Source: an optimization exercise on an open RTL-to-GDS flow (aim: small area, a short achievable clock period and few clock cycles). Production flows keep margins and buffers that such runs may drop. The RTL was checked by simulation tests, not by an equivalence proof against the original design.

**config.mk**
```make
export PLATFORM = sky130hd
export DESIGN_NAME = geofence
export DESIGN_NICKNAME = geofence
export VERILOG_FILES = /design/flow/design.v
export SDC_FILE = /design/flow/constraint.sdc
export NUM_CORES = 4
export LEC_CHECK = 0
export CAP_MARGIN = 20
export CORE_MARGIN = 2
export CORE_UTILIZATION = 35
export GPL_ROUTABILITY_DRIVEN = 1
export PLACE_DENSITY = 0.5
export SLEW_MARGIN = 20
```
**constraint.sdc**
```tcl
create_clock -name core_clock -period 24.0 [get_ports {clk}]
set_input_delay 4.8000 -clock core_clock [delete_from_list [all_inputs] [get_ports {clk}]]
set_output_delay 4.8000 -clock core_clock [all_outputs]
set_load 0.01 [all_outputs]
```
**design.v**
```verilog
module geofence (clk, reset, X, Y, R, valid, is_inside);
    input clk;
    input reset;
    input [9:0] X;
    input [9:0] Y;
    input [10:0] R;
    output valid;
    output is_inside;
    localparam SORT = 5'd24;
    reg [4:0] cyc;
    reg valid_r;
    reg fb;                  
    reg [1:0] sj;            
    reg [2:0] si;            
    reg [1:0] sph;           
    assign valid = valid_r;
    wire bad;                
    wire sort_done = (cyc == SORT) && (sph == 2'd2) && (sj == 2'd3) && (si == 3'd4);
    reg [4:0] cn;            
    reg [4:0] cw;            
    reg fbn;
    reg [1:0] sjn, sphn;
    reg [2:0] sin;
    always @(*) begin
        if (cyc == 5'd22)
            cn = (fb || !bad) ? 5'd23 : SORT;
        else if (cyc == 5'd23)
            cn = 5'd0;
        else if (cyc == SORT)
            cn = sort_done ? 5'd7 : SORT;
        else
            cn = cyc + 5'd1;
        if (cyc == 5'd23)
            cw = 5'd0;
        else if (cyc == SORT)
            cw = sort_done ? 5'd7 : SORT;
        else
            cw = cyc + 5'd1;
        fbn = (cyc == 5'd22 && !fb && bad) ? 1'b1 : (cyc == 5'd23) ? 1'b0 : fb;
        sphn = 2'd3; sjn = 2'd0; sin = 3'd0;
        if (cyc == SORT) begin
            sphn = (sph == 2'd2) ? 2'd0 : sph + 2'd1;
            sjn = (sph == 2'd2) ? sj + 2'd1 : sj;
            sin = (sph == 2'd2 && sj == 2'd3) ? si + 3'd1 : si;
        end
    end
    always @(posedge clk or posedge reset) begin
        if (reset) begin
            cyc <= 5'd0;
            valid_r <= 1'b0;
            fb <= 1'b0;
            sj <= 2'd0;
            si <= 3'd0;
            sph <= 2'd0;
        end else begin
            valid_r <= (cyc == 5'd22) && (fb || !bad);
            cyc <= cn;
            fb <= fbn;
            sj <= sjn;
            si <= sin;
            sph <= sphn;
        end
    end
    reg d_c6;
    reg d_load, d_newf, d_cxld, d_area, d_accen, d_accfirst;
    reg [5:0] d_vld;
    reg [2:0] d_psel;
    reg [3:0] d_fw;          
    reg d_flw;               
    reg [3:0] d_last;        
    integer k;
    always @(posedge clk or posedge reset) begin
        if (reset) begin
        d_load <= 1'b1;
        d_newf <= 1'b0;
        d_vld <= 6'd0;
        d_cxld <= 1'b0;
        d_area <= 1'b0;
        d_psel <= 3'd0;
        d_accen <= 1'b0;
        d_accfirst <= 1'b0;
        d_fw <= 4'd0;
        d_flw <= 1'b0;
        d_last <= 4'd0;
        d_c6 <= 1'b0;
        end else begin
        d_load <= (cw <= 5'd5);
        d_newf <= (cw >= 5'd1) && (cw <= 5'd6);
        for (k = 0; k < 6; k = k + 1)
            d_vld[k] <= (cw <= 5'd5) && (k >= 6 - cw);
        d_cxld <= (cw >= 5'd6 && cw <= 5'd9) || (cw == 5'd11) || (cw >= 5'd18 && cw <= 5'd20)
                  || (cyc == SORT && (sph == 2'd3 || sph == 2'd2));
        d_area <= (cw >= 5'd10) && (cw <= 5'd15);
        d_psel <= cw[2:0] - 3'd2;                        
        d_accen <= (cw >= 5'd11) && (cw <= 5'd22);
        d_accfirst <= (cw == 5'd11);
        d_fw <= {cw == 5'd10, cw == 5'd9, cw == 5'd8, cw == 5'd7};
        d_flw <= (cw >= 5'd8) && (cw <= 5'd10);
        d_last <= {cw == 5'd11, cw == 5'd10, cw == 5'd9, cw == 5'd8};
        d_c6 <= (cw == 5'd6);
        end
    end
    reg [9:0]  rx [0:5];
    reg [9:0]  ry [0:5];
    reg [10:0] rr [0:5];
    reg [2:0]  rk [0:5];
    reg [5:0]  xltr, xeqr, yltr;
    wire [5:0] ltr = xltr | (xeqr & yltr);      
    wire [5:0] gtr = {1'b0, ~ltr[4:0] & vldr[4:0]};    
    reg [2:0]  ek [0:5];          
    reg  [5:0] xlt, xeq, ylt;
    reg  [5:0] vldr;
    always @(*) begin
        for (k = 0; k < 6; k = k + 1) begin
            xlt[k] = d_vld[k] && (rx[k] < X);
            xeq[k] = d_vld[k] && (rx[k] == X);
            ylt[k] = (ry[k] < Y);
        end
    end
    reg [2:0] ltcnt;
    always @(*) begin
        ltcnt = 3'd0;
        for (k = 0; k < 6; k = k + 1)
            ltcnt = ltcnt + {2'b0, ltr[k]};
        for (k = 0; k < 5; k = k + 1)
            ek[k] = rk[k] + {2'b0, gtr[k]};
        ek[5] = d_newf ? ltcnt : rk[5];
    end
    always @(posedge clk) begin
        for (k = 0; k < 5; k = k + 1) begin
            rx[k] <= rx[k+1];
            ry[k] <= ry[k+1];
            rr[k] <= rr[k+1];
            rk[k] <= ek[k+1];
        end
        if (d_load) begin
            rx[5] <= X; ry[5] <= Y; rr[5] <= R;
            xltr <= {1'b0, xlt[5:1]}; xeqr <= {1'b0, xeq[5:1]}; yltr <= {1'b0, ylt[5:1]};
            vldr <= {1'b0, d_vld[5:1]};
        end else begin
            rx[5] <= rx[0]; ry[5] <= ry[0]; rr[5] <= rr[0]; rk[5] <= ek[0];
            xltr <= 6'd0; xeqr <= 6'd0; yltr <= 6'd0;
            vldr <= 6'd0;
        end
    end
    function [19:0] rdxy;
        input [2:0] want;
        input [59:0] xs, ys;
        input [17:0] ks;
        integer i;
        begin
            rdxy = 20'd0;
            for (i = 0; i < 6; i = i + 1)
                if (ks[3*i +: 3] == want) rdxy = rdxy | {xs[10*i +: 10], ys[10*i +: 10]};
        end
    endfunction
    function [10:0] rdr;
        input [2:0] want;
        input [65:0] rs;
        input [17:0] ks;
        integer i;
        begin
            rdr = 11'd0;
            for (i = 0; i < 6; i = i + 1)
                if (ks[3*i +: 3] == want) rdr = rdr | rs[11*i +: 11];
        end
    endfunction
    wire [59:0] xs = {rx[5], rx[4], rx[3], rx[2], rx[1], rx[0]};
    wire [59:0] ys = {ry[5], ry[4], ry[3], ry[2], ry[1], ry[0]};
    wire [65:0] rs = {rr[5], rr[4], rr[3], rr[2], rr[1], rr[0]};
    wire [17:0] ks = {rk[5], rk[4], rk[3], rk[2], rk[1], rk[0]};
    wire [17:0] eks = {ek[5], ek[4], ek[3], ek[2], ek[1], ek[0]};
    reg f1, f2, f3, f4;           
    reg flast;                    
    reg [2:0] lastU, lastL;       
    reg [2:0] p2, p3, p4;         
    reg [2:0] p0rank;             
    reg [2:0] perm1, perm2, perm3, perm4, perm5;    
    wire [2:0] n2 = (f3 == f2) ? 3'd3 : (f4 == f2) ? 3'd4 : 3'd5;
    wire [2:0] n3 = (f4 == f3) ? 3'd4 : 3'd5;
    reg [2:0] co_r, ca_r, cb_r;
    reg cb_late;                  
    wire swap;                    
    reg [2:0] q1n, q2n, q3n, q4n, q5n;    
    always @(*) begin
        q1n = perm1; q2n = perm2; q3n = perm3; q4n = perm4; q5n = perm5;
        if (swap) case (sj)
            2'd0: begin q1n = perm2; q2n = perm1; end
            2'd1: begin q2n = perm3; q3n = perm2; end
            2'd2: begin q3n = perm4; q4n = perm3; end
            default: begin q4n = perm5; q5n = perm4; end
        endcase
    end
    always @(posedge clk) begin
        cb_late <= 1'b0;
        co_r <= 3'd0; ca_r <= 3'd5; cb_r <= cw[2:0] - 3'd5;      
        if (cyc == SORT) begin
            co_r <= p0rank;
            if (sph == 2'd3 || sj == 2'd3) begin
                ca_r <= perm1; cb_r <= perm2;
            end else case (sj)
                2'd0: begin ca_r <= swap ? perm1 : perm2; cb_r <= perm3; end
                2'd1: begin ca_r <= swap ? perm2 : perm3; cb_r <= perm4; end
                default: begin ca_r <= swap ? perm3 : perm4; cb_r <= perm5; end
            endcase
        end else if (cw == 5'd11) begin
            co_r <= 3'd0; ca_r <= 3'd1;
            cb_r <= (f2 == f1) ? 3'd2 : (f3 == f1) ? 3'd3 : 3'd4;
            cb_late <= (f2 != f1) && (f3 != f1);
        end else if (cw == 5'd18) begin
            co_r <= p2; ca_r <= 3'd2; cb_r <= n2;
        end else if (cw == 5'd19) begin
            co_r <= p3; ca_r <= 3'd3; cb_r <= n3;
        end else if (cw == 5'd20) begin
            co_r <= p4; ca_r <= 3'd4; cb_r <= 3'd5;
        end
    end
    wire [2:0] cb = cb_late ? ((f4 == f1) ? 3'd4 : 3'd5) : cb_r;
    wire l_none = (ltr[4:0] == 5'd0);
    wire l_all  = (ltr[4:0] == 5'b11111);
    wire l_one  = (ltr[4:0] == 5'b00001) || (ltr[4:0] == 5'b00010) || (ltr[4:0] == 5'b00100)
               || (ltr[4:0] == 5'b01000) || (ltr[4:0] == 5'b10000);
    function [5:0] esel;
        input [2:0] want;
        input [17:0] ks;
        input [5:0] g;
        input c6;
        input n5;
        integer i;
        begin
            for (i = 0; i < 5; i = i + 1)
                esel[i] = g[i] ? (ks[3*i +: 3] == want - 3'd1) : (ks[3*i +: 3] == want);
            esel[5] = c6 ? n5 : (ks[15 +: 3] == want);
        end
    endfunction
    function [19:0] rdsel;
        input [5:0] sel;
        input [59:0] xs, ys;
        integer i;
        begin
            rdsel = 20'd0;
            for (i = 0; i < 6; i = i + 1)
                if (sel[i]) rdsel = rdsel | {xs[10*i +: 10], ys[10*i +: 10]};
        end
    endfunction
    wire [19:0] po = rdsel(esel(co_r, ks, gtr, d_c6, l_none), xs, ys);
    wire [19:0] pA = rdsel(esel(ca_r, ks, gtr, d_c6, l_all), xs, ys);
    wire [19:0] pB = rdsel(esel(cb, ks, gtr, d_c6, l_one), xs, ys);
    wire [10:0] ax = {1'b0, pA[19:10]} - {1'b0, po[19:10]};
    wire [10:0] ay = {1'b0, pA[9:0]}   - {1'b0, po[9:0]};
    wire [10:0] bx = {1'b0, pB[19:10]} - {1'b0, po[19:10]};
    wire [10:0] by = {1'b0, pB[9:0]}   - {1'b0, po[9:0]};
    wire [9:0] aax = ax[10] ? (10'd0 - ax[9:0]) : ax[9:0];
    wire [9:0] aay = ay[10] ? (10'd0 - ay[9:0]) : ay[9:0];
    wire [9:0] abx = bx[10] ? (10'd0 - bx[9:0]) : bx[9:0];
    wire [9:0] aby = by[10] ? (10'd0 - by[9:0]) : by[9:0];
    reg [2:0] wa_pre, wb_pre;
    reg wlate, winv, wdir_pre;
    reg [2:0] fo0, fo1;
    always @(*) begin
        case (cyc)
            5'd7:  begin fo0 = perm1;  fo1 = perm2; end
            5'd8:  begin fo0 = perm2;  fo1 = perm3; end
            5'd9:  begin fo0 = perm3;  fo1 = perm4; end
            5'd10: begin fo0 = perm4;  fo1 = perm5; end
            5'd11: begin fo0 = perm5;  fo1 = p0rank; end
            default: begin fo0 = p0rank; fo1 = perm1; end
        endcase
    end
    always @(posedge clk) begin
        wdir_pre <= (fo0 < fo1);
        wlate <= 1'b0;
        winv <= 1'b0;
        if (fb) begin
            wa_pre <= (fo0 < fo1) ? fo0 : fo1;
            wb_pre <= (fo0 < fo1) ? fo1 : fo0;
        end else begin
            case (cyc)
                5'd6:  begin wa_pre <= 3'd0; wb_pre <= 3'd1; end
                5'd7:  begin wa_pre <= 3'd4; wb_pre <= 3'd5; end
                5'd8:  begin wa_pre <= 3'd0; wb_pre <= 3'd2; wlate <= 1'b1; end
                5'd9:  begin wa_pre <= 3'd0; wb_pre <= 3'd3; wlate <= 1'b1; end
                5'd10: begin wa_pre <= 3'd0; wb_pre <= 3'd4; wlate <= 1'b1; end
                default: begin wa_pre <= 3'd0; wb_pre <= 3'd5; wlate <= 1'b1; winv <= 1'b1; end
            endcase
        end
    end
    wire [2:0] wa = wlate ? ((flast ^ winv) ? lastU : lastL) : wa_pre;
    wire [2:0] wb = wb_pre;
    wire wdir = wdir_pre;
    always @(posedge clk) begin
        if (d_last[0]) begin
            lastU <= f1 ? 3'd1 : 3'd0;
            lastL <= f1 ? 3'd0 : 3'd1;
        end else if (d_last[1]) begin
            if (flast) lastU <= 3'd2; else lastL <= 3'd2;
        end else if (d_last[2]) begin
            if (flast) lastU <= 3'd3; else lastL <= 3'd3;
        end else if (d_last[3]) begin
            if (flast) lastU <= 3'd4; else lastL <= 3'd4;
        end
        if (!fb) begin
            if (d_last[1]) p2 <= wa;
            if (d_last[2]) p3 <= wa;
            if (d_last[3]) p4 <= wa;
        end
    end
    wire [19:0] pa = rdxy(wa, xs, ys, ks);
    wire [19:0] pb = rdxy(wb, xs, ys, ks);
    wire [9:0]  s0_dx = pb[19:10] - pa[19:10];
    wire [10:0] s0_dys = {1'b0, pb[9:0]} - {1'b0, pa[9:0]};
    wire [9:0]  s0_dy = s0_dys[10] ? (10'd0 - s0_dys[9:0]) : s0_dys[9:0];
    wire [10:0] s0_h  = {1'b0, pa[9:0]} + {1'b0, pb[9:0]};
    reg [9:0] s1_dx, s1_dy; reg [10:0] s1_h; reg [2:0] s1_ra, s1_rb; reg s1_dir;
    always @(posedge clk) begin
        s1_dx <= s0_dx; s1_dy <= s0_dy; s1_h <= s0_h; s1_ra <= wa; s1_rb <= wb; s1_dir <= wdir;
    end
    reg [20:0] s1_d2;
    integer i, j;
    always @(*) begin
        s1_d2 = 21'd0;
        for (i = 0; i < 10; i = i + 1) begin
            s1_d2 = s1_d2 + ({20'd0, s1_dx[i]} << (2*i)) + ({20'd0, s1_dy[i]} << (2*i));
            for (j = i + 1; j < 10; j = j + 1)
                s1_d2 = s1_d2 + ({20'd0, s1_dx[i] & s1_dx[j]} << (i+j+1))
                              + ({20'd0, s1_dy[i] & s1_dy[j]} << (i+j+1));
        end
    end
    reg [19:0] s2_d2; reg [9:0] s2_dx; reg [10:0] s2_h; reg [2:0] s2_ra, s2_rb; reg s2_dir;
    always @(posedge clk) begin
        s2_d2 <= s1_d2[19:0]; s2_dx <= s1_dx; s2_h <= s1_h; s2_ra <= s1_ra; s2_rb <= s1_rb; s2_dir <= s1_dir;
    end
    wire [12:0] c2_r; wire [9:0] c2_q;
    nrsqrt #(0, 5) sqc0 (.r_in(13'd0), .q_in(10'd0), .rad(s2_d2), .r_out(c2_r), .q_out(c2_q));
    reg [12:0] s3_r; reg [9:0] s3_q; reg [19:0] s3_rad; reg [9:0] s3_dx; reg [10:0] s3_h; reg [2:0] s3_ra, s3_rb; reg s3_dir;
    always @(posedge clk) begin
        s3_r <= c2_r; s3_q <= c2_q; s3_rad <= s2_d2; s3_dx <= s2_dx; s3_h <= s2_h; s3_ra <= s2_ra; s3_rb <= s2_rb; s3_dir <= s2_dir;
    end
    wire [12:0] c3_r; wire [9:0] c3_q;
    nrsqrt #(5, 8) sqc1 (.r_in(s3_r), .q_in(s3_q), .rad(s3_rad), .r_out(c3_r), .q_out(c3_q));
    reg [12:0] s4_r; reg [9:0] s4_q; reg [19:0] s4_rad; reg [2:0] s4_ra, s4_rb;
    always @(posedge clk) begin
        s4_r <= c3_r; s4_q <= c3_q; s4_rad <= s3_rad; s4_ra <= s3_ra; s4_rb <= s3_rb;
    end
    wire [12:0] c4_r; wire [9:0] c4_q;
    nrsqrt #(8, 10) sqc2 (.r_in(s4_r), .q_in(s4_q), .rad(s4_rad), .r_out(c4_r), .q_out(c4_q));
    wire [10:0] ra4 = rdr(s4_ra, rs, ks);
    wire [10:0] rb4 = rdr(s4_rb, rs, ks);
    reg [9:0] s5_c; reg [11:0] e5, d5;
    always @(posedge clk) begin
        s5_c <= c4_q;
        e5 <= {1'b0, ra4} + {1'b0, rb4};
        d5 <= {1'b0, ra4} - {1'b0, rb4};
    end
    wire [12:0] sum5 = {1'b0, e5} + {3'b0, s5_c};
    wire [12:0] smc  = {1'b0, e5} - {3'b0, s5_c};
    wire [12:0] sma  = {3'b0, s5_c} - {d5[11], d5};
    wire [12:0] smb  = {3'b0, s5_c} + {d5[11], d5};
    wire [11:0] hsmc = smc[12:1];
    wire [11:0] hsma = sma[12:1];
    wire [11:0] hsmb = smb[12:1];
    wire [10:0] s5_s = sum5[11:1];
    wire [10:0] s5_p = hsmc[11] ? (11'd0 - hsmc[10:0]) : hsmc[10:0];
    wire [10:0] s5_q = hsma[11] ? (11'd0 - hsma[10:0]) : hsma[10:0];
    wire [10:0] s5_rr = hsmb[11] ? (11'd0 - hsmb[10:0]) : hsmb[10:0];
    reg [10:0] m_a0, m_b0, m_a1, m_b1;
    reg neg1, neg2;
    always @(posedge clk) begin
        if (d_cxld) begin
            m_a0 <= {1'b0, aax}; m_b0 <= {1'b0, aby};
            m_a1 <= {1'b0, aay}; m_b1 <= {1'b0, abx};
            neg1 <= ax[10] ^ by[10]; neg2 <= ay[10] ^ bx[10];
        end else begin
            m_a0 <= s5_s; m_b0 <= s5_p;
            m_a1 <= s5_q; m_b1 <= s5_rr;
        end
    end
    wire [19:0] u6 = m_a0 * m_b0;
    wire [19:0] v6 = m_a1 * m_b1;
    wire gt6 = (u6 > v6);
    wire cpos = (neg1 == neg2) ? (neg1 ^ gt6) : ~neg1;     
    reg [19:0] s7_u, s7_v;
    always @(posedge clk) begin
        s7_u <= u6; s7_v <= v6;
    end
    always @(posedge clk) begin
        if (d_fw[0]) f1 <= cpos;
        if (d_fw[1]) f2 <= cpos;
        if (d_fw[2]) f3 <= cpos;
        if (d_fw[3]) f4 <= cpos;
        if (d_flw) flast <= cpos;
    end
    reg neg1_d, neg2_d;
    always @(posedge clk) begin
        neg1_d <= neg1; neg2_d <= neg2;
    end
    wire gt7 = (s7_u > s7_v);
    wire eq7 = (s7_u == s7_v);
    wire cz_r = eq7 && ((neg1_d == neg2_d) || (s7_u == 20'd0));
    wire cpos_r = (neg1_d == neg2_d) ? (neg1_d ^ gt7) : ~neg1_d;
    reg nonconv;
    always @(posedge clk) begin
        if (cyc == 5'd6)
            nonconv <= 1'b0;
        else if (cyc >= 5'd8 && cyc <= 5'd11)
            nonconv <= nonconv | cz_r;
        else if (cyc == 5'd13)
            nonconv <= nonconv | cz_r | (cpos_r == f1);
        else if (cyc == 5'd20)
            nonconv <= nonconv | cz_r | (cpos_r == f2);
        else if (cyc == 5'd21)
            nonconv <= nonconv | cz_r | (cpos_r == f3);
    end
    assign bad = nonconv | cz_r | (cpos_r == f4);
    assign swap = (cyc == SORT) && (sph == 2'd2) && !cpos_r && !cz_r;
    always @(posedge clk) begin
        if (cyc == 5'd6) begin
            p0rank <= ek[0];
            perm1 <= ek[1]; perm2 <= ek[2]; perm3 <= ek[3]; perm4 <= ek[4]; perm5 <= ek[5];
        end else begin
            perm1 <= q1n; perm2 <= q2n; perm3 <= q3n; perm4 <= q4n; perm5 <= q5n;
        end
    end
    wire [12:0] u7_r, v7_r; wire [9:0] u7_q, v7_q;
    nrsqrt #(0, 5) squ0 (.r_in(13'd0), .q_in(10'd0), .rad(s7_u), .r_out(u7_r), .q_out(u7_q));
    nrsqrt #(0, 5) sqv0 (.r_in(13'd0), .q_in(10'd0), .rad(s7_v), .r_out(v7_r), .q_out(v7_q));
    reg [12:0] s8_ur, s8_vr; reg [9:0] s8_uq, s8_vq; reg [19:0] s8_u, s8_v;
    always @(posedge clk) begin
        s8_ur <= u7_r; s8_vr <= v7_r; s8_uq <= u7_q; s8_vq <= v7_q; s8_u <= s7_u; s8_v <= s7_v;
    end
    wire [12:0] u8_r, v8_r; wire [9:0] u8_q, v8_q;
    nrsqrt #(5, 8) squ1 (.r_in(s8_ur), .q_in(s8_uq), .rad(s8_u), .r_out(u8_r), .q_out(u8_q));
    nrsqrt #(5, 8) sqv1 (.r_in(s8_vr), .q_in(s8_vq), .rad(s8_v), .r_out(v8_r), .q_out(v8_q));
    reg [12:0] s9_ur, s9_vr; reg [9:0] s9_uq, s9_vq; reg [19:0] s9_u, s9_v;
    always @(posedge clk) begin
        s9_ur <= u8_r; s9_vr <= v8_r; s9_uq <= u8_q; s9_vq <= v8_q; s9_u <= s8_u; s9_v <= s8_v;
    end
    wire [12:0] u9_r, v9_r; wire [9:0] u9_q, v9_q;
    nrsqrt #(8, 10) squ2 (.r_in(s9_ur), .q_in(s9_uq), .rad(s9_u), .r_out(u9_r), .q_out(u9_q));
    nrsqrt #(8, 10) sqv2 (.r_in(s9_vr), .q_in(s9_vq), .rad(s9_v), .r_out(v9_r), .q_out(v9_q));
    reg plusP;
    always @(*) begin
        if (fb)
            plusP = s3_dir;
        else case (d_psel)
            3'd0: plusP = ~f1;
            3'd1: plusP = ~f4;
            3'd2: plusP = ~f2;
            3'd3: plusP = ~f3;
            3'd4: plusP = ~f4;
            default: plusP = f4;
        endcase
    end
    reg [9:0] ma_r;
    reg [11:0] mb_r;
    always @(posedge clk) begin
        if (d_area) begin
            ma_r <= s3_dx;
            mb_r <= plusP ? {1'b0, s3_h} : (12'd0 - {1'b0, s3_h});
        end else begin
            ma_r <= u9_q;
            mb_r <= {1'b0, v9_q, 1'b0};
        end
    end
    wire signed [22:0] mprod = $signed({1'b0, ma_r}) * $signed(mb_r);
    reg signed [25:0] acc;
    always @(posedge clk) begin
        if (d_accen)
            acc <= (d_accfirst ? -26'sd1 : acc) + mprod;
    end
    assign is_inside = acc[25];
endmodule
module nrsqrt #(parameter J0 = 0, parameter J1 = 10) (r_in, q_in, rad, r_out, q_out);
    input  [12:0] r_in;
    input  [9:0]  q_in;
    input  [19:0] rad;
    output [12:0] r_out;
    output [9:0]  q_out;
    wire [12:0] rw [J0:J1];
    wire [9:0]  qw [J0:J1];
    assign rw[J0] = r_in;
    assign qw[J0] = q_in;
    genvar j;
    generate
        for (j = J0; j < J1; j = j + 1) begin : row
            localparam W = j + 3;
            wire [W-1:0] base = {rw[j][W-3:0], rad[2*(9-j)+1], rad[2*(9-j)]};
            wire [W-1:0] t;
            wire neg = (j == 0) ? 1'b0 : rw[j][W-2];
            if (j == 0) begin : t0
                assign t = {{(W-2){1'b0}}, 2'b01};
            end else begin : tj
                assign t = {{(W-2-j){1'b0}}, qw[j][j-1:0], neg, 1'b1};
            end
            wire [W-1:0] res = neg ? base + t : base - t;
            assign rw[j+1] = {{(13-W){res[W-1]}}, res};
            assign qw[j+1] = {qw[j][8:0], ~res[W-1]};
        end
    endgenerate
    assign r_out = rw[J1];
    assign q_out = qw[J1];
endmodule
```
**run.sh**
```bash
#!/bin/bash
# synth_recipe.tcl (not shown) runs the flow's synth.tcl, then flattens the netlist and writes it again
# the make line also repeats each setting of config.mk as NAME=value (left out here)
make -C /OpenROAD-flow-scripts/flow DESIGN_CONFIG=/design/flow/config.mk WORK_HOME=/design/flow/orfs CLKGATE_MAP_FILE= SYNTH_SCRIPT=/design/flow/synth_recipe.tcl finish
```
==> results of run 1 <==
==> worst register-to-register path, stage by stage, from the launching register on <==
cell	delay, ps
dfxtp_1	570
nand2_1	140
fa_1	550
inv_1	50
fa_1	560
fa_1	460
fa_1	540
inv_1	50
fa_1	530
inv_1	40
ha_1	340
and2_1	180
o21a_1	180
a311o_1	360
a21o_1	190
a21oi_1	290
o2111ai_1	170
a21o_1	230
xor2_1	160
ha_1	320
nand4_1	130
nor2_1	60
a221oi_1	390
o21ai_0	160
o31ai_2	80
buf_4	240
==> layout make-up <==
type,count,area [sq um],area share
Multi-Input combinational cell,4674,40100,0.614
Sequential cell,736,15600,0.239
Inverter,793,2980,0.0455
Tap cell,2218,2780,0.0425
Clock buffer,96,2250,0.0344
Clock inverter,62,852,0.0130
Timing Repair Buffer,92,776,0.0119
Antenna cell,2,5.00,0.0000766
==> per-layer routing <==
layer / GRT usage / up-vias / part of all wire
met3: 0.0271 / 307 / 0.053
met5: 0 / - / 0
li1: - / 21800 / -
met2: 0.320 / 1229 / 0.46
met1: 0.264 / 21800 / 0.45
met4: 0.0707 / 0 / 0.034
==> cells in the final DEF, fill, tap and decap left out, types with 95 or more instances in the layout <==
cell type,Yosys,routed
a21oi_1,274,273
xnor2_1,366,366
a22oi_1,157,157
nor3_1,123,111
fa_1,395,395
ha_1,666,666
xor2_1,265,265
o21ai_0,162,162
a22o_1,95,95
nor2_1,316,316
nand3_1,113,113
nand2_1,467,466
inv_1,781,781
and2_1,269,269
dfxtp_1,633,633
==> cell families after synthesis <==
logic type,synth area share
AOI/OAI and AO/OA,0.150
and+or+nand+nor,0.133
muxes,0.0196
DFF,0.262
adders and majority gates,0.273
buffers and inverters,0.0673
xor gates and xnor gates,0.0953
==> how the worst max path moves through the flow <==
stage | start | to | slack, ps
final | m_b1[4]$_DFF_P_ | flast$_DFFE_PP_ | 16890
after global routing | m_a1[7]$_DFF_P_ | flast$_DFFE_PP_ | 16470
after CTS | m_a1[7]$_DFF_P_ | f2$_DFFE_PP_ | 16850
after detailed placement | m_a1[7]$_DFF_P_ | f1$_DFFE_PP_ | 16850
after global placement | m_b1[4]$_DFF_P_ | f1$_DFFE_PP_ | 16910
after floorplan | m_b1[4]$_DFF_P_ | f1$_DFFE_PP_ | 17590
==> metrics by stage <==
step	area [sq um]	hold WS [ps]	cells	setup slack [ps]
5_1_grt	65400	311	8671	16470
6_report	65400	322	8673	16890
2_1_floorplan	59600	310	6463	17590
3_5_place_dp	62300	312	8513	16850
3_3_place_gp	62300	311	8513	16910
4_1_cts	65400	310	8671	16850
==> state kept, by name (all words and copies together) (netlist names), 11 cells and up <==
name and cells:
acc 26, d5 12, e5 11, m_a0 11, m_a1 11, m_b0 11
m_b1 11, mb_r 12, rk 18, rr 66, rx 60, ry 60
s1_h 11, s2_d2 20, s2_h 11, s3_h 11, s7_u 20, s7_v 20
==> run_results.csv, run 1 <==
group,metric,value,unit
worst_hold_path,min_path_cells,0,
place,gp_congestion,0.885,
critical_path,critical-path-max-stage-delay,570,ps
route,routed_via_density,5.20,
synthesis,postSynthNetCount,7557,
critical_path,worst-endpoint-required,24540,ps
finish,utilization,0.386,
critical_path,r2r_end,"flast$_DFFE_PP_",
synthesis,postSynth.asyncResetShare,0.0462,
timing,finalCritPeriodShare,0.296,
synthesis,synth.ff_latch_count,736,
synthesis,area_leader_netlist,"dfxtp_1",
critical_path,cp_delay_by_family_top,"adder cells",
route,pre_antenna_drt_iters,9,
floorplan,initial_core_util,0.352,
floorplan,dieWidth,417,microns
timing,fin_setup_tns,0,ps
clock_network,clk_path_buf_depth,3,
place,post-dp-hpwl,133,mm
clock_network,cts-htree-levels,3,
critical_path,cp_num_buf_inv,4,
status,outcome,"timing/DRC/antenna clean",
global_route,grt_overflow,0,
clock_network,cts.sink_count,736,
critical_path,cpMostUsedCell,"fa_1",
critical_path,timing.critical_path.fanout_max,11,
floorplan,floorplan.die.height,417,microns
route,drt.antenna.violating_nets,0,
synthesis,synthesis.area_per_instance,9.22,sq um
timing,worst_slew_margin_rel,0.250,
critical_path,cp-end-kind,"register",
timing,rsz0062_at_grt,"no",
clock_network,cts_tree,"yes",
critical_path,timing.critical_path.from_type,"register",
critical_path,slowest_stage_cell_cp,"dfxtp_1",
timing,max_slew.worst_pin.slew,1120,ps
floorplan,design.core.area,169000,sq um
floorplan,num_io_pins,35,
clock_network,number_of_buffers_created_by_cts,84,
synthesis,ys_top_cells_by_area,"dfxtp_1 (21%), ha_1 (14%), fa_1 (13%), xnor2_1 (5.4%), inv_1 (4.9%)",
critical_path,critical_path_class,"reg2reg",
route,dr.first_iter.drc_count,3875,
synthesis,post_synth_instance_area,59600,sq um
timing,layout_min_cycle_time,7110,ps
global_route,grt_pass1_vias,45700,
finish,flow.area_growth_from_synthesis,9.70,%
critical_path,worst_r2r_startpoint,"m_b1[4]$_DFF_P_",
worst_hold_path,hold_end,"s9_v[3]$_DFF_P_",
finish,nFillCells,17000,
timing,finalMaxSlewViolations,0,
synthesis,synthesis.instances,6463,
floorplan,dieArea,174000,sq um
route,wire_per_inst,19.7,microns
global_route,antenna_found_initial,3,
route,drc_errors_left,0,
worst_hold_path,min-delay-path-class,"reg2reg",
clock_network,postCtsResizedCells,0,
synthesis,synth-edff-count,69,
clock_network,holdBufCountCts,0,
synthesis,netlist.area_leader.share,0.213,
clock_network,clkTransAtPathRegs,60,ps
route,vias,45100,
critical_path,r2r_cells,25,
critical_path,r2r_slack,16890,ps
global_route,grt_max_degree,66,
clock_network,postCtsSetupBuffers,0,
critical_path,cp_data_arrival_time,7660,ps
synthesis,yosysWarnings,9,
clock_network,clock-root-buffer,"clkbuf_16",
global_route,gr-usage-all-layers,0.196,
synthesis,synth_seq_area_share,0.262,
synthesis,post-synth-top-count-cell,"inv_1",
synthesis,netlist_cell_types,102,
timing,clock_skew,43.6,ps
timing,finalHoldViolCount,0,
critical_path,path_depth,25,
global_route,grt_first_pass_wirelength,268,mm
finish,design.final.nets,7475,
timing,achievable-frequency,141,MHz
synthesis,synth-main-ff-cell,"dfxtp_1",
finish,post_route_cells_drive_above_1_share,0.0581,
clock_network,worst_skew_late_latency,720,ps
timing,finalSetupViolCount,0,
synthesis,post_synth_most_frequent_cells,"inv_1 (781), ha_1 (666), dfxtp_1 (633), nand2_1 (467), fa_1 (395)",
flow_run,timing.max_cap.violations,0,
worst_hold_path,worstHoldStart,"s8_v[3]$_DFF_P_",
route,final_routed_wirelength,171,mm
floorplan,rows,151,
place,numPortBuffers,34,
Testbench counts, summed over its fixed seeds: cycles 39,324.
==> run 2, diff against run 1 <==
==> flow/run.sh (new file) <==
#!/bin/bash
set -euo pipefail
export SETUP_SLACK_MARGIN=17
bash standard.sh > standard_flow.log 2>&1
==> standard.sh (new file) <==
#!/bin/bash
# synth_recipe.tcl (not shown) runs the flow's synth.tcl, then flattens the netlist and writes it again
# the make line also repeats each setting of config.mk as NAME=value (left out here)
make -C /OpenROAD-flow-scripts/flow DESIGN_CONFIG=/design/flow/config.mk WORK_HOME=/design/flow/orfs CLKGATE_MAP_FILE= SYNTH_SCRIPT=/design/flow/synth_recipe.tcl "${@:-finish}"
removed: run.sh
==> run 2 against run 1 <==
Against the previous run: design area is 0.15% higher; critical path type unchanged; sequential share of layout area barely moved; still clean on timing, DRC and antenna; synthesized cell count unchanged; setup slack better by 480 ps; clock-buffer cell count stayed put; highest routed layer unchanged.
==> run_results.csv, run 2 <==
group,metric,value,unit
status,outcome,"timing/DRC/antenna clean",
critical_path,critical_path_class,"reg2reg",
timing,finalSetupViolCount,0,
critical_path,cp_data_arrival_time,7190,ps
clock_network,cts_tree,"yes",
global_route,grt_overflow,0,
timing,layout_min_cycle_time,6640,ps
synthesis,yosysWarnings,9,
synthesis,post_synth_instance_area,59600,sq um
floorplan,initial_core_util,0.352,
floorplan,dieArea,174000,sq um
global_route,antenna_found_initial,3,
clock_network,cts.sink_count,736,
timing,worst_slew_margin_rel,0.204,
synthesis,netlist.area_leader.share,0.213,
timing,hold-worst-slack,323,ps
place,gp_congestion,0.885,
floorplan,rows,151,
synthesis,synth.ff_latch_count,736,
global_route,grt_busiest_layer,"met2",
global_route,gr-usage-all-layers,0.196,
timing,rsz0062_at_grt,"no",
clock_network,clock-root-buffer,"clkbuf_16",
clock_network,number_of_buffers_created_by_cts,84,
route,pre_antenna_drt_iters,10,
route,routed_via_density,5.21,
clock_network,worst_skew_late_latency,720,ps
synthesis,synth_seq_area_share,0.262,
timing,final_ws_setup,17360,ps
finish,utilization,0.387,
finish,fin_cells,8676,
synthesis,synthesis.area_per_instance,9.22,sq um
route,drt.antenna.violating_nets,0,
synthesis,area_leader_netlist,"dfxtp_1",
synthesis,postSynthNetCount,7557,
timing,finalHoldViolCount,0,
global_route,grt_max_degree,66,
finish,reg_top3,"rr (66), rx (60), ry (60)",
place,numPortBuffers,34,
finish,post_route_cells_drive_above_1_share,0.0635,
clock_network,clkTransAtPathRegs,60,ps
critical_path,timing.critical_path.fanout_max,11,
global_route,grt_pass1_vias,45700,
global_route,groute.layer.met2.usage,0.320,
synthesis,ys_top_cells_by_area,"dfxtp_1 (21%), ha_1 (14%), fa_1 (13%), xnor2_1 (5.4%), inv_1 (4.9%)",
finish,flow.area_growth_from_synthesis,9.86,%
route,vias,45200,
synthesis,post_synth_most_frequent_cells,"inv_1 (781), ha_1 (666), dfxtp_1 (633), nand2_1 (467), fa_1 (395)",
timing,max_slew.worst_pin.slew,1190,ps
route,dr.first_iter.drc_count,3767,
route,wire_per_inst,19.7,microns
synthesis,synthesis.instances,6463,
floorplan,num_io_pins,35,
place,minimum_setup_slack_after_placement,16850,ps
route,drc_errors_left,0,
global_route,grt_first_pass_wirelength,268,mm
finish,most-common-layout-cells,"inv_1 (781), ha_1 (665), dfxtp_1 (606)",
floorplan,floorplan.die.height,417,microns
finish,design.final.nets,7477,
clock_network,cts-htree-levels,3,
timing,fin_setup_tns,0,ps
worst_hold_path,min-delay-path-class,"reg2reg",
synthesis,netlist_cell_types,102,
timing,achievable-frequency,151,MHz
global_route,globalRouteMet1Util,0.264,
flow_run,timing.max_cap.violations,0,
route,final_routed_wirelength,171,mm
synthesis,synth-main-ff-cell,"dfxtp_1",
synthesis,synth-edff-count,69,
finish,largest_reg_flops,66,
critical_path,timing.critical_path.from_type,"register",
timing,finalCritPeriodShare,0.277,
timing,finalMaxSlewViolations,0,
finish,mostFrequentLayoutCell,"inv_1",
timing,clock_skew,47.1,ps
critical_path,worst-endpoint-required,24560,ps
synthesis,postSynth.asyncResetShare,0.0462,
critical_path,cp-end-kind,"register",
finish,top_register,"rr",
clock_network,clk_path_buf_depth,3,
floorplan,design.core.area,169000,sq um
place,post-dp-hpwl,133,mm
place,dp_cells,8513,
floorplan,dieWidth,417,microns
global_route,grt_use_met3,0.0271,
synthesis,post-synth-top-count-cell,"inv_1",
==> run 2: cell types whose count changed in the layout (fill, tap and decap cells not counted), sizes merged <==
cell	before	now
buf	58	60
diode	2	3
==> run 2: path summary, 6_finish.rpt <==
path,startpoint,to,slack [ps],cells after the start
setup / recovery,m_b0[6]$_DFF_P_,flast$_DFFE_PP_,17360,25
hold / removal,s8_v[3]$_DFF_P_,s9_v[3]$_DFF_P_,320,0
setup reg to reg,m_b0[6]$_DFF_P_,flast$_DFFE_PP_,17360,25
hold reg to reg,s8_v[3]$_DFF_P_,s9_v[3]$_DFF_P_,320,0
max in group asynchronous,reset,d_load$_DFF_PP1_,19170,3
min in group asynchronous,reset,valid_r$_DFF_PP0_,4490,3
==> run 2: area by class of cell <==
cell class	instances	area (sq um)
Tap cell	2218	2780
Timing Repair Buffer	94	795
Antenna cell	3	7.51
Multi-Input combinational cell	4674	40200
Clock buffer	96	2250
Fill cell	17000	104000
Inverter	793	2980
Sequential cell	736	15600
Clock inverter	62	852
==> run 2: cells by family after synthesis <==
family                     share of synthesized area
and+or+nand+nor                                0.133
AOI/OAI and AO/OA                              0.150
adders and majority gates                      0.273
buffers and inverters                         0.0673
DFF                                            0.262
xor gates and xnor gates                      0.0953
muxes                                         0.0196
==> run 2: worst max-delay path, stage by stage, from the launching register on <==
cell and delay (ps):
dfxtp_1 600, nand2_1 140, fa_1 440, fa_1 540, fa_1 500, inv_1 50
fa_1 520, inv_1 60, fa_1 520, inv_1 40, ha_1 230, or3_1 370
o21ai_0 120, a211o_1 170, nand3b_1 90, xor2_1 300, ha_1 320, a21o_1 160
a21o_1 160, a21o_1 160, a21oi_1 130, o21ai_0 120, a221oi_2 350, o21ai_1 110
o31ai_2 90, buf_6 190
==> run 2: layer usage <==
layer,part of all wire,wire length (microns),up-vias
met3,0.049,8440,324
met4,0.035,5950,0
met1,0.46,77800,21800
met5,0,0,-
li1,-,-,21800
met2,0.46,78700,1182
==> run 2: timing repair <==
| action | 4_1_cts | 5_1_grt |
|---|---|---|
| buffers inserted | 0 | 2 |
| pin swaps | 0 | 6 |
| resized for setup | 19 | 19 |
| setup endpoints to repair | 5 | 6 |
| hold buffers | 0 | 0 |
==> run 2: stage by stage <==
step | instance area, sq um
global placement | 62300
CTS | 65400
floorplan | 59600
detailed placement | 62300
global route | 65500
finish | 65500
==> run 3, diff against run 2 <==
==> flow/run.sh (replaced) <==
#!/bin/bash
set -euo pipefail
export SETUP_SLACK_MARGIN=19
bash standard.sh > standard_flow.log 2>&1
==> run 3 against run 2 <==
Against the previous run: still clean on timing, DRC and antenna; clock skew is 35 ps higher; sequential share of layout area decreased by 1.3 points; critical path type unchanged; largest cell class unchanged.
==> run_results.csv, run 3 <==
group,metric,value,unit
route,pre_antenna_drt_iters,13,
synthesis,area_leader_netlist,"dfxtp_1",
critical_path,cpMostUsedCell,"fa_1",
timing,finalHoldViolCount,0,
critical_path,cp_data_arrival_time,6830,ps
flow_run,timing.max_cap.violations,0,
critical_path,timing.critical_path.from_type,"register",
place,post-dp-hpwl,133,mm
route,drt.antenna.violating_nets,0,
clock_network,cts_tree,"yes",
worst_hold_path,min-delay-path-class,"reg2reg",
critical_path,timing.critical_path.fanout_max,5,
clock_network,number_of_buffers_created_by_cts,84,
synthesis,netlist_cell_types,102,
critical_path,cp_num_buf_inv,5,
synthesis,synthesis.instances,6463,
finish,top_register,"rr",
timing,max_slew.worst_pin.slew,1050,ps
timing,rsz0062_at_grt,"yes",
route,vias,46600,
timing,finalMaxSlewViolations,0,
synthesis,yosysWarnings,9,
critical_path,slowest_stage_cell_cp,"fa_1",
critical_path,worst_r2r_startpoint,"m_a1[4]$_DFF_P_",
route,highest-signal-layer,"met5",
finish,most-common-layout-cells,"inv_1 (752), ha_1 (616), dfxtp_1 (536)",
global_route,grt_max_degree,66,
critical_path,critical_path_class,"reg2reg",
route,met3_wirelength,8.59,mm
synthesis,netlist.area_leader.share,0.213,
synthesis,postSynth.asyncResetShare,0.0462,
synthesis,post-synth-top-count-cell,"inv_1",
route,final_routed_wirelength,179,mm
timing,finalCritPeriodShare,0.262,
worst_hold_path,min_path_cells,0,
route,routed_via_density,5.22,
finish,antenna_cells,0,
critical_path,r2r_end,"f2$_DFFE_PP_",
global_route,grt_first_pass_wirelength,276,mm
timing,layout_min_cycle_time,6280,ps
timing,worst_slew_margin_rel,0.302,
route,wire_per_inst,20.0,microns
timing,fin_setup_tns,0,ps
finish,mostFrequentLayoutCell,"inv_1",
route,met2WireLength,84.3,mm
critical_path,r2r_slack,17720,ps
clock_network,clk_path_buf_depth,3,
floorplan,num_io_pins,35,
critical_path,r2r_cells,25,
clock_network,cts-htree-levels,3,
synthesis,post_synth_most_frequent_cells,"inv_1 (781), ha_1 (666), dfxtp_1 (633), nand2_1 (467), fa_1 (395)",
clock_network,clkTransAtPathRegs,60,ps
clock_network,cts.sink_count,736,
floorplan,initial_core_util,0.352,
critical_path,cp-end-kind,"register",
floorplan,dieWidth,417,microns
place,gp_congestion,0.869,
finish,reg_top3,"rr (66), rx (60), ry (60)",
synthesis,synthesis.area_per_instance,9.22,sq um
critical_path,cp_delay_by_family_top,"adder cells",
worst_hold_path,worstHoldStart,"s2_dx[2]$_DFF_P_",
worst_hold_path,hold_end,"s3_dx[2]$_DFF_P_",
global_route,antenna_found_initial,3,
timing,achievable-frequency,159,MHz
route,drc_errors_left,0,
clock_network,worst_skew_late_latency,750,ps
floorplan,floorplan.die.height,417,microns
floorplan,dieArea,174000,sq um
synthesis,synth-edff-count,69,
synthesis,post_synth_instance_area,59600,sq um
critical_path,worst-endpoint-required,24550,ps
timing,hold-worst-slack,305,ps
synthesis,synth.ff_latch_count,736,
floorplan,rows,151,
synthesis,postSynthNetCount,7557,
place,numPortBuffers,34,
global_route,gr-usage-all-layers,0.203,
clock_network,clock-root-buffer,"clkbuf_16",
global_route,grt_pass1_vias,46700,
clock_network,holdBufCountCts,0,
status,outcome,"timing/DRC/antenna clean",
route,dr.first_iter.drc_count,3479,
synthesis,synth_seq_area_share,0.262,
timing,finalSetupViolCount,0,
synthesis,synth-main-ff-cell,"dfxtp_1",
timing,clock_skew,81.8,ps
finish,post_route_cells_drive_above_1_share,0.161,
floorplan,design.core.area,169000,sq um
global_route,grt_overflow,0,
finish,design.final.nets,7737,
synthesis,ys_top_cells_by_area,"dfxtp_1 (21%), ha_1 (14%), fa_1 (13%), xnor2_1 (5.4%), inv_1 (4.9%)",
critical_path,critical-path-max-stage-delay,560,ps
route,met1Wirelength,79.7,mm
finish,largest_reg_flops,66,
finish,flow.area_growth_from_synthesis,18.0,%
==> run 3: logic make-up (layout without fill, tap and decap cells) <==
group,count (synthesis),after routing,synth area share
AOI/OAI and AO/OA,1262,1266,0.150
xor gates and xnor gates,637,637,0.0953
adders and majority gates,1061,1061,0.273
buffers and inverters,1053,1300,0.0673
DFF,736,736,0.262
muxes,107,107,0.0196
and+or+nand+nor,1607,1607,0.133
==> run 3: area by class of cell <==
class | count | area (sq um)
fillers | 16700 | 98900
multi-input cells | 4678 | 42700
flip-flops and latches | 736 | 15900
inverters | 793 | 3040
repair buffers | 349 | 2990
well taps | 2218 | 2780
clock buffers | 106 | 2300
clock inverters | 51 | 601
repair inverters | 1 | 7.51
==> run 3: through the flow <==
stage / util / setup WS, ps / std cells / cell area [sq um]
floorplan: - / 18030 / 6463 / 60600
global placement: 0.372 / 17040 / 8511 / 62900
detailed placement: 0.372 / 17030 / 8511 / 62900
CTS: 0.405 / 17720 / 8828 / 68600
global route: 0.416 / 17450 / 8932 / 70300
finish: 0.416 / 17720 / 8932 / 70300
==> run 3: metal layers <==
metal / track usage / vias to the layer above
li1: - / 22400
met1: 0.267 / 22700
met2: 0.338 / 1201
met3: 0.0284 / 327
met4: 0.0712 / 2
met5: 0.00250 / -
==> run 3: worst register-to-register path: cells and delay by family (launching register included) <==
family,cells,cell delay (ps)
AND/OR/NAND/NOR,4,470
flip-flops,1,360
adder cells (fa/ha/maj),7,3010
AO/OA/AOI/OAI,8,1570
buffers and inverters,5,540
XOR/XNOR,1,150
==> run 3: worst max-delay path by stage <==
stage | from | endpoint | slack [ps] | depth (start not counted)
floorplan | X[1] | xltr[4]$_SDFF_PN0_ | 18030 | 10
global route | m_a1[4]$_DFF_P_ | f2$_DFFE_PP_ | 17450 | 25
CTS | m_a1[4]$_DFF_P_ | f2$_DFFE_PP_ | 17720 | 25
detailed placement | Y[1] | yltr[1]$_SDFF_PN0_ | 17030 | 10
finish | m_a1[4]$_DFF_P_ | f2$_DFFE_PP_ | 17720 | 25
global placement | X[1] | xltr[4]$_SDFF_PN0_ | 17040 | 11
==> run 3: repair_timing <==
item	CTS	global route
cloned	7	5
gates resized for setup	488	202
endpoints found under the hold margin	0	0
buffers inserted	153	99
pin swaps	151	168
setup endpoints to repair	164	103
==> run 4, diff against run 3 <==
==> flow/run.sh (replaced) <==
#!/bin/bash
set -euo pipefail
export SETUP_SLACK_MARGIN=18
bash standard.sh > standard_flow.log 2>&1
==> run 4 against run 3 <==
Against the previous run: still clean; clock skew fell by 23 ps; core utilization fell by 2.0 points; fmax grew 0.10%; sequential cell count unchanged; first-iteration DRC count is 2.8% lower; clock-buffer cell count is 5 lower; routed wire length fell by 2.9%; global-route usage decreased by 0.44 points; synthesized area unchanged; final cell count decreased by 1.8%; design area fell by 4.8%; largest cell class unchanged.
==> run_results.csv, run 4 <==
group,metric,value,unit
synthesis,area_leader_netlist,"dfxtp_1",
clock_network,cts-htree-levels,3,
synthesis,post_synth_instance_area,59600,sq um
critical_path,cp-end-kind,"register",
timing,finalHoldViolCount,0,
critical_path,cp_num_buf_inv,5,
timing,clock_skew,58.9,ps
floorplan,rows,151,
synthesis,synthesis.area_per_instance,9.22,sq um
floorplan,dieWidth,417,microns
critical_path,r2r_slack,17720,ps
synthesis,postSynth.asyncResetShare,0.0462,
synthesis,post-synth-top-count-cell,"inv_1",
global_route,grt_overflow,0,
floorplan,design.core.area,169000,sq um
synthesis,netlist_cell_types,102,
finish,largest_reg_flops,66,
critical_path,cpMostUsedCell,"fa_1",
worst_hold_path,min-delay-path-class,"reg2reg",
route,drc_errors_left,0,
floorplan,initial_core_util,0.352,
flow_run,timing.max_cap.violations,0,
timing,fin_setup_tns,0,ps
synthesis,netlist.area_leader.share,0.213,
route,final_routed_wirelength,174,mm
finish,post_route_cells_drive_above_1_share,0.0976,
timing,layout_min_cycle_time,6280,ps
timing,finalCritPeriodShare,0.262,
timing,max_slew.worst_pin.slew,996,ps
global_route,grt_max_degree,66,
finish,utilization,0.396,
finish,most-common-layout-cells,"inv_1 (770), ha_1 (645), dfxtp_1 (577)",
synthesis,ys_top_cells_by_area,"dfxtp_1 (21%), ha_1 (14%), fa_1 (13%), xnor2_1 (5.4%), inv_1 (4.9%)",
clock_network,clock-root-buffer,"clkbuf_16",
route,drt.antenna.violating_nets,0,
timing,worst_slew_margin_rel,0.336,
global_route,gr-usage-all-layers,0.198,
clock_network,cts_tree,"yes",
finish,top_register,"rr",
synthesis,synthesis.instances,6463,
finish,design.final.nets,7577,
critical_path,timing.critical_path.fanout_max,7,
synthesis,synth-main-ff-cell,"dfxtp_1",
critical_path,r2r_cells,26,
critical_path,worst-endpoint-required,24550,ps
critical_path,critical-path-max-stage-delay,570,ps
synthesis,synth.ff_latch_count,736,
critical_path,timing.critical_path.from_type,"register",
place,post-dp-hpwl,134,mm
synthesis,synth-edff-count,69,
critical_path,cp_delay_by_family_top,"adder cells",
synthesis,yosysWarnings,9,
status,outcome,"timing/DRC/antenna clean",
place,gp_congestion,0.878,
finish,flow.area_growth_from_synthesis,12.4,%
route,routed_via_density,5.21,
route,dr.first_iter.drc_count,3382,
finish,mostFrequentLayoutCell,"inv_1",
synthesis,postSynthNetCount,7557,
worst_hold_path,worstHoldStart,"s2_dx[8]$_DFF_P_",
clock_network,clk_path_buf_depth,3,
clock_network,number_of_buffers_created_by_cts,84,
synthesis,post_synth_most_frequent_cells,"inv_1 (781), ha_1 (666), dfxtp_1 (633), nand2_1 (467), fa_1 (395)",
worst_hold_path,min_path_cells,0,
clock_network,worst_skew_late_latency,740,ps
critical_path,slowest_stage_cell_cp,"fa_2",
route,vias,45700,
critical_path,worst_r2r_startpoint,"m_a1[7]$_DFF_P_",
floorplan,num_io_pins,35,
timing,finalSetupViolCount,0,
timing,achievable-frequency,159,MHz
global_route,grt_pass1_vias,46300,
floorplan,dieArea,174000,sq um
global_route,antenna_found_initial,3,
critical_path,path_depth,26,
worst_hold_path,hold_end,"s3_dx[8]$_DFF_P_",
clock_network,cts.sink_count,736,
route,pre_antenna_drt_iters,8,
critical_path,critical_path_class,"reg2reg",
timing,finalMaxSlewViolations,0,
finish,reg_top3,"rr (66), rx (60), ry (60)",
finish,nFillCells,16900,
critical_path,r2r_end,"f2$_DFFE_PP_",
critical_path,cp_data_arrival_time,6830,ps
place,numPortBuffers,34,
timing,rsz0062_at_grt,"yes",
floorplan,floorplan.die.height,417,microns
clock_network,clkTransAtPathRegs,60,ps
route,wire_per_inst,19.8,microns
global_route,grt_first_pass_wirelength,271,mm
synthesis,synth_seq_area_share,0.262,
-- run 4: per-layer routing --
metal  vias up  part of all wire  GRT usage  wire length, microns
met4         0             0.036     0.0730                  6330
met5         -                 0          0                     0
met3       316             0.044     0.0233                  7640
met1     22200              0.45      0.264                 78800
met2      1131              0.47      0.330                 81000
li1      22000                 -          -                     -
-- run 4: how the worst max path moves through the flow --
stage	startpoint	to	slack (ps)
after detailed placement	Y[1]	yltr[3]$_SDFF_PN0_	17020
after global routing	m_a1[7]$_DFF_P_	f2$_DFFE_PP_	17440
final	m_a1[7]$_DFF_P_	f2$_DFFE_PP_	17720
after global placement	Y[1]	yltr[0]$_SDFF_PN0_	17020
after floorplan	Y[1]	yltr[4]$_SDFF_PN0_	17980
after CTS	m_a0[9]$_DFF_P_	f2$_DFFE_PP_	17710
-- run 4: timing repair --
action                     4_1_cts  5_1_grt
hold buffers                     0        0
setup endpoints to repair       36       57
pin swaps                       38       80
setup buffers                   54       50
resized for setup              149       99
-- run 4: final cells by class --
type	instances	area, sq um	area share
Multi-Input combinational cell	4674	40800	0.609
Sequential cell	736	15800	0.235
Inverter	793	3000	0.0448
Tap cell	2218	2780	0.0414
Clock buffer	101	2240	0.0334
Timing Repair Buffer	194	1610	0.0240
Clock inverter	57	772	0.0115
Antenna cell	1	2.50	0.0000374
-- run 4: per-stage QoR --
stage	hold WS, ps	setup slack [ps]	instances	area (sq um)
after floorplan	310	17980	6463	59800
after global placement	311	17020	8511	62400
after detailed placement	312	17020	8511	62400
after CTS	309	17710	8723	66200
after global routing	320	17440	8773	67000
final	313	17720	8774	67000
-- run 4: kinds of logic (layout without fill, tap and decap cells) --
family	Yosys count	count (layout)	share of synthesized area
adders and majority gates	1061	1061	0.273
and+or+nand+nor	1607	1607	0.133
AOI/OAI and AO/OA	1262	1262	0.150
muxes	107	107	0.0196
xor gates and xnor gates	637	637	0.0953
DFF	736	736	0.262
other	0	1	0
buffers and inverters	1053	1145	0.0673
==> run 5, diff against run 4 <==
--- a/config.mk
+++ b/config.mk
@@ -7,7 +7,8 @@
 export LEC_CHECK = 0
 export CAP_MARGIN = 20
 export CORE_MARGIN = 2
-export CORE_UTILIZATION = 35
+export CORE_UTILIZATION = 45
 export GPL_ROUTABILITY_DRIVEN = 1
-export PLACE_DENSITY = 0.5
+export GPL_TIMING_DRIVEN = 1
+export PLACE_DENSITY = 0.6
 export SLEW_MARGIN = 20
==> run 5 against run 4 <==
Against the previous run: register-to-register slack worse by 60 ps; sequential cell count stayed put; setup slack worse by 63 ps.
==> run_results.csv, run 5 <==
group,metric,value,unit
floorplan,design.core.area,131000,sq um
route,drt.antenna.violating_nets,0,
place,placed_area,61900,sq um
clock_network,number_of_buffers_created_by_cts,82,
finish,post_route_cells_drive_above_1_share,0.0971,
timing,finalHoldViolCount,0,
timing,finalSetupViolCount,0,
synthesis,synth-main-ff-cell,"dfxtp_1",
synthesis,ys_top_cells_by_area,"dfxtp_1 (21%), ha_1 (14%), fa_1 (13%), xnor2_1 (5.4%), inv_1 (4.9%)",
worst_hold_path,worstHoldStart,"s2_dx[6]$_DFF_P_",
synthesis,synthesis.area_per_instance,9.22,sq um
critical_path,critical_path_class,"reg2reg",
global_route,grt_max_degree,66,
timing,layout_min_cycle_time,6340,ps
synthesis,synthesis.instances,6463,
route,routed_via_density,5.55,
synthesis,post-synth-top-count-cell,"inv_1",
worst_hold_path,hold_end,"s3_dx[6]$_DFF_P_",
finish,nFillCells,12200,
finish,finalInstanceArea,66500,sq um
finish,utilization,0.506,
timing,max_slew.worst_pin.slew,1120,ps
place,dp_cells,8052,
floorplan,num_io_pins,35,
clock_network,cts_tree,"yes",
synthesis,postSynthNetCount,7557,
floorplan,rows,133,
synthesis,postSynth.asyncResetShare,0.0462,
timing,finalMaxSlewViolations,0,
finish,mostFrequentLayoutCell,"inv_1",
finish,top_register,"rr",
place,gp_congestion,0.967,
critical_path,timing.critical_path.fanout_max,6,
floorplan,dieArea,135000,sq um
synthesis,synth_seq_area_share,0.262,
synthesis,post_synth_most_frequent_cells,"inv_1 (781), ha_1 (666), dfxtp_1 (633), nand2_1 (467), fa_1 (395)",
status,outcome,"timing/DRC/antenna clean",
floorplan,floorplan.die.height,368,microns
clock_network,holdBufCountCts,0,
global_route,grt_overflow,0,
finish,flow.area_growth_from_synthesis,11.6,%
critical_path,cp_data_arrival_time,6830,ps
place,post-dp-hpwl,126,mm
route,dr.first_iter.drc_count,4072,
route,wire_per_inst,19.9,microns
route,drc_errors_left,0,
critical_path,timing.critical_path.from_type,"register",
worst_hold_path,min_path_cells,0,
finish,reg_top3,"rr (66), rx (60), ry (60)",
global_route,gr-usage-all-layers,0.242,
synthesis,synth.ff_latch_count,736,
clock_network,cts.sink_count,736,
timing,worst_slew_margin_rel,0.253,
flow_run,timing.max_cap.violations,0,
critical_path,critPathLaunch,"m_a0[7]$_DFF_P_",
finish,most-common-layout-cells,"inv_1 (766), ha_1 (643), dfxtp_1 (576)",
floorplan,dieWidth,368,microns
clock_network,cts-htree-levels,3,
synthesis,synth-edff-count,69,
place,numPortBuffers,34,
timing,clock_skew,65.3,ps
critical_path,r2r_end,"f1$_DFFE_PP_",
finish,design.final.nets,7567,
clock_network,clk_path_buf_depth,3,
worst_hold_path,min-delay-path-class,"reg2reg",
timing,rsz0062_at_grt,"yes",
global_route,grt_pass1_vias,45900,
timing,finalCritPeriodShare,0.264,
timing,fin_setup_tns,0,ps
global_route,grt_first_pass_wirelength,260,mm
finish,largest_reg_flops,66,
critical_path,worst_r2r_startpoint,"m_a0[7]$_DFF_P_",
synthesis,netlist_cell_types,102,
route,pre_antenna_drt_iters,13,
synthesis,post_synth_instance_area,59600,sq um
critical_path,r2r_cells,24,
finish,fin_cells,8300,
clock_network,clock-root-buffer,"clkbuf_16",
critical_path,cp-end-kind,"register",
route,vias,46100,
synthesis,netlist.area_leader.share,0.213,
floorplan,initial_core_util,0.453,
clock_network,worst_skew_late_latency,740,ps
synthesis,area_leader_netlist,"dfxtp_1",
critical_path,r2r_slack,17660,ps
route,final_routed_wirelength,165,mm
synthesis,yosysWarnings,9,
global_route,antenna_found_initial,9,
critical_path,worst-endpoint-required,24490,ps
clock_network,clkTransAtPathRegs,60,ps
timing,achievable-frequency,158,MHz
[run 5: cell types whose count changed in the layout (fill, tap and decap cells not counted), sizes merged]
cell,change
bufinv,+9
buf,-7
clkinvlp,-6
clkbuf,-5
diode,+2
inv,-2
clkdlybuf4s15,-1
clkinv,-1
dlygate4sd2,-1
dlymetal6s2s,+1
[run 5: worst max-delay path by stage]
stage,depth (start not counted),to,slack [ps]
2_1_floorplan,9,yltr[4]$_SDFF_PN0_,17980
3_3_place_gp,10,yltr[4]$_SDFF_PN0_,17110
3_5_place_dp,10,yltr[4]$_SDFF_PN0_,17130
4_1_cts,24,f1$_DFFE_PP_,17730
5_1_grt,25,f4$_DFFE_PP_,17480
6_report,24,f1$_DFFE_PP_,17660
[run 5: logic make-up after synthesis]
logic type,share of synthesized area
buffers and inverters,0.0673
AOI/OAI and AO/OA,0.150
muxes,0.0196
DFF,0.262
xor gates and xnor gates,0.0953
adders and majority gates,0.273
and+or+nand+nor,0.133
[run 5: per-layer routing]
| metal | part of all wire | global-route usage |
|---|---|---|
| met1 | 0.45 | 0.328 |
| met2 | 0.45 | 0.388 |
| met3 | 0.062 | 0.0368 |
| met4 | 0.037 | 0.0919 |
| met5 | 0.00019 | 0 |
[run 5: per-stage QoR]
stage | setup WS, ps | hold slack (ps)
3_5_place_dp | 17130 | 312
6_report | 17660 | 289
4_1_cts | 17730 | 282
2_1_floorplan | 17980 | 310
5_1_grt | 17480 | 275
3_3_place_gp | 17110 | 311
[run 5: worst max-delay path, stage by stage, from the launching register on]
cell,delay [ps]
dfxtp_4,360
buf_4,160
and2_1,160
fa_1,500
fa_1,450
fa_1,540
fa_1,550
inv_1,50
fa_1,530
inv_1,60
ha_4,290
nand3_1,80
a211o_1,280
nand3b_1,140
xor2_2,270
ha_4,250
a21o_1,160
a21o_1,180
a21o_1,190
a21oi_2,130
o21ai_1,80
a221oi_2,340
buf_4,180
o31ai_4,70
buf_12,150
[run 5: area by class of cell]
type	instances	area [sq um]	share of cell area
Antenna cell	3	7.51	0.000113
Clock buffer	96	2230	0.0335
Clock inverter	57	931	0.0140
Inverter	793	3000	0.0451
Multi-Input combinational cell	4674	40800	0.614
Sequential cell	736	15800	0.237
Tap cell	1755	2200	0.0330
Timing Repair Buffer	186	1520	0.0229
[run 5: timing repair]
| item | in CTS | in global routing |
|---|---|---|
| cloned | 0 | 0 |
| pin swaps | 51 | 69 |
| resized for setup | 139 | 97 |
| setup endpoints to repair | 33 | 36 |
| setup buffers | 39 | 53 |

==> re-timing with driven ports <==
The flow's constraints put no driver on any port. The routed layouts listed below were extracted and timed again, unchanged, in two steps. Step 1, drivers: a clkbuf_16 drives clk and a buf_2 each remaining input, both assumed. Step 2, shift: input delay + t, output delay - t, t = (earliest + latest rising clock arrival at the registers) / 2. This alone moves slack from input paths to output paths. Slacks: ideal / step 1 / step 2; pairs: ideal / step 1.
| run | t (ns) | setup slack, ns | hold slack, ns |
|---|---|---|---|
| run 1 | 0.776 | 16.886 / 16.886 / 16.886 | 0.322 / 0.322 / 0.322 |
| run 2 | 0.776 | 17.363 / 17.363 / 16.936 | 0.323 / 0.323 / 0.323 |
| run 3 | 0.788 | 17.716 / 17.716 / 17.716 | 0.305 / 0.305 / 0.305 |
| run 4 | 0.789 | 17.722 / 17.722 / 17.336 | 0.313 / 0.313 / 0.313 |
| run 5 | 0.779 | 17.660 / 17.660 / 17.367 | 0.289 / 0.289 / 0.289 |
After both steps every run listed still meets setup and hold. The setup slack of run 2, which loses most, moves by 0.000 ns with the drivers and by -0.427 ns with both steps.
